Source: an optimization exercise on an open RTL-to-GDS flow (aim: small area and a short achievable clock period). Production flows keep margins and buffers that such runs may drop.
Only simulation tests tie the RTL to the original design; equivalence was not proved.
Power figures rest on the tool's default switching activity, not on a simulated workload.

## build 60
==> flow/design.v (excerpt) <==
module mult_top(
    input clk,
    input  [15:0] x,
    input  [15:0] y,
    output [31:0] p_out
    );
export LEC_CHECK = 0
export ABC_AREA = 1
export CAP_MARGIN = 20
export CORE_MARGIN = 2
export CORE_UTILIZATION = 40
export SETUP_SLACK_MARGIN = 3.4
export SLEW_MARGIN = 20
create_clock -name core_clock -period 7.0 [get_ports {clk}]
standard.sh (not shown) runs the stock make flow with config.mk's settings and CLKGATE_MAP_FILE= SYNTH_SCRIPT=/design/flow/synth_recipe.tcl, a recipe that flattens the netlist after the stock synthesis.
==> flow/flow/run.sh <==
#!/bin/bash
# Layout flow: the standard ORFS flow (standard.sh) with two changes:
#  - Yosys's full/half adder extraction is off (ADDER_MAP_FILE empty), so ABC
#    maps the adders itself;
#  - the port buffers are sky130_fd_sc_hd__buf_1 instead of the delay buffer
#    buffer_ports picks by default.
# make's full output goes to flow_make.log; each tool's log is under orfs/logs/.
set -euo pipefail
cd "$(dirname "$0")/.."
bash standard.sh ADDER_MAP_FILE= "BUFFER_PORTS_ARGS=-buffer_cell sky130_fd_sc_hd__buf_1"  finish > flow_make.log 2>&1
Build 60 reached the final stage; the timing, DRC and antenna checks on its layout passed.
## Diff of input files: build 13 against build 60
Settings: SETUP_SLACK_MARGIN now 3.3, was 3.4; CTS_BUF_LIST now sky130_fd_sc_hd__clkbuf_8, previously not set; PLACE_DENSITY now 0.7, previously not set.
==> flow/flow/run.sh <==
#!/bin/bash
# Layout flow: the standard ORFS flow (standard.sh) with two changes:
#  - Yosys's full/half adder extraction is off (ADDER_MAP_FILE empty), so ABC
#    maps the adders itself;
#  - the port buffers are sky130_fd_sc_hd__buf_2 instead of the delay buffer
#    buffer_ports picks by default.
# make's full output goes to flow_make.log; each tool's log is under orfs/logs/.
set -euo pipefail
cd "$(dirname "$0")/.."
bash standard.sh ADDER_MAP_FILE= "BUFFER_PORTS_ARGS=-buffer_cell sky130_fd_sc_hd__buf_2"  finish > flow_make.log 2>&1
Findings:
Build 13 finished every stage and its layout cleared the timing, DRC and antenna checks. The lower part of the total power dissipated in combinational logic came out of build 60. Compared with build 60, internal power of the cells in build 13 decreased by a few percent. Measured against each other, build 13 and build 60 differ in path length in cells of the critical path, the lower figure coming from build 60. Going from build 60 to build 13, share of cells above drive strength 1 grows by 5.3 points.
Input changes introduced in build 81 (baseline for comparison: build 13):
Settings: a deleted PLACE_DENSITY that had been 0.7.
==> flow/flow/run.sh <==
#!/bin/bash
# Layout flow: the standard ORFS flow (standard.sh) with these changes:
#  - synthesis runs flow/synth.tcl: synth_recipe.tcl with ABC using flow/abc.script;
#  - Yosys's full/half adder extraction is off (ADDER_MAP_FILE empty), so ABC
#    maps the adders itself;
#  - the port buffers are sky130_fd_sc_hd__buf_2 instead of the delay buffer
#    buffer_ports picks by default.
# make's full output goes to flow_make.log; each tool's log is under orfs/logs/.
set -euo pipefail
cd "$(dirname "$0")/.."
export FLOW_ABC_SCRIPT="$PWD/flow/abc.script"
sed "s#synth_recipe.tcl#flow/synth.tcl#" standard.sh > flow_standard.sh
bash flow_standard.sh ADDER_MAP_FILE= "BUFFER_PORTS_ARGS=-buffer_cell sky130_fd_sc_hd__buf_2" finish > flow_make.log 2>&1
==> flow/flow/abc.script (new file) <==
strash
dch
map -B 0.5
topo
stime -c
buffer -c
upsize -c
dnsize -c
==> flow/flow/synth.tcl (new file) <==
# synth_recipe.tcl (the standard synthesis) with one change: the abc call uses
# flow/abc.script in place of ORFS's ABC script.
proc synth {args} { yosys synth -nofsm -noshare {*}$args }
proc abc {args} {
  set i [lsearch -exact $args -script]
  lset args [expr {$i + 1}] $::env(FLOW_ABC_SCRIPT)
  yosys abc {*}$args
}
source $::env(SCRIPTS_DIR)/synth.tcl
# left out here: clear keep_hierarchy, flatten, clean up, hide names made inside functions, write 1_2_yosys.v
[summary]
Relative to build 13, power has decreased by 0.18 mW in build 81. The setup slack after layout number comes out higher for build 13 vs build 81. Of build 13 and build 81, build 81 shows the lower fraction of final layout cells sized beyond drive strength 1, with build 13 above it. Build 81 against build 13: sequential share of cell area increased 0.35 points, wire length the detailed router placed on met1 increased about 3%, total number of vias increased 32. Changes observed in build 81 relative to build 13: synthesized cell count now sits lower; combinational power share went down.
Input changes introduced in build 37 (baseline for comparison: build 81):
Settings: GPL_ROUTABILITY_DRIVEN now 0, previously not set.
==> flow/flow/run.sh <==
#!/bin/bash
# Layout flow: the standard ORFS flow (standard.sh) with two changes:
#  - Yosys's full/half adder extraction is off (ADDER_MAP_FILE empty), so ABC
#    maps the adders itself;
#  - the port buffers are sky130_fd_sc_hd__buf_2 instead of the delay buffer
#    buffer_ports picks by default.
# make's full output goes to flow_make.log; each tool's log is under orfs/logs/.
set -euo pipefail
cd "$(dirname "$0")/.."
bash standard.sh ADDER_MAP_FILE= "BUFFER_PORTS_ARGS=-buffer_cell sky130_fd_sc_hd__buf_2"  finish > flow_make.log 2>&1
removed: flow/flow/abc.script
removed: flow/flow/synth.tcl
==> notes.md <==
Build 37 vs. build 81: combined area of the multi-input logic cells did not really move; final cell area excluding filler cells went up; count of distinct cell types in the synthesized netlist did not really move. For the detailed-route wire length on metal 1, build 37 came in 88 µm lower than build 81 did. Changes observed in build 37 relative to build 81: total length of routed wires down 4.2%, sequential share of layout area fell 0.57 points. Build 37 against build 81: global routing usage summed across all routing layers fell by 0.66 points; power density over the cells went up. Comparing build 37 and build 81, the higher average footprint of a synthesized cell was measured on build 81. Build 37: done, clean on timing, DRC and antenna. Build 37 reports its master of the slowest instance on the critical path as nor2_2 while build 81 reports xnor2_1. [diff] post-synth design cell area, build 37 relative to build 81: regression. Build 37 vs. build 81: non-filler instance count after layout went up by 2.2%.
Input-level comparison between build 88 and build 37:
Settings: GPL_ROUTABILITY_DRIVEN removed (was 0).
--- a/flow/flow/run.sh
+++ b/flow/flow/run.sh
@@ -8,3 +8,3 @@
 set -euo pipefail
 cd "$(dirname "$0")/.."
-bash standard.sh ADDER_MAP_FILE= "BUFFER_PORTS_ARGS=-buffer_cell sky130_fd_sc_hd__buf_2"  finish > flow_make.log 2>&1
+bash standard.sh ADDER_MAP_FILE= "BUFFER_PORTS_ARGS=-buffer_cell sky130_fd_sc_hd__buf_2" RECOVER_POWER=100 finish > flow_make.log 2>&1
--- outcome ---
Compared with build 37, in build 88 sequential logic power flat; via density per instance down 0.059.
Layout overhead on the synthesized area on build 88 is down relative to build 37.

port drivers added, routing unchanged:
Ports are ideal in the flow. The routed layouts listed here were re-timed in OpenROAD.
Step 1 (the two cells are an assumption about what drives the block):
set clk [get_ports {clk}]
set_driving_cell -lib_cell sky130_fd_sc_hd__clkbuf_16 $clk
set_driving_cell -lib_cell sky130_fd_sc_hd__buf_2 [delete_from_list [all_inputs] $clk]
Step 2 also shifts input and output timing later by t, the mid clock arrival at the registers, as if the neighbouring blocks saw the same clock.
a / b / c = ideal / step 1 / step 2; a / b = the first two.
run | shift t [ns] | slack for setup (ns) | slew at the worst register clock pin (ns) | worst data-port slew with drivers (ns)
build 60 | 0.359 | 3.616 / 3.617 / 3.258 | 0.05 / 0.05 | 0.04
build 13 | 0.369 | 3.538 / 3.541 / 3.172 | 0.07 / 0.07 | 0.04
build 81 | 0.381 | 3.448 / 3.462 / 3.081 | 0.08 / 0.08 | 0.03
build 37 | 0.379 | 3.616 / 3.615 / 3.237 | 0.08 / 0.08 | 0.04
build 88 | 0.376 | 2.218 / 2.232 / 1.856 | 0.08 / 0.08 | 0.03
After both steps every run listed still meets setup and hold. The setup slack of build 37, which loses most, moves by -0.001 ns with the drivers and by -0.379 ns with both steps.
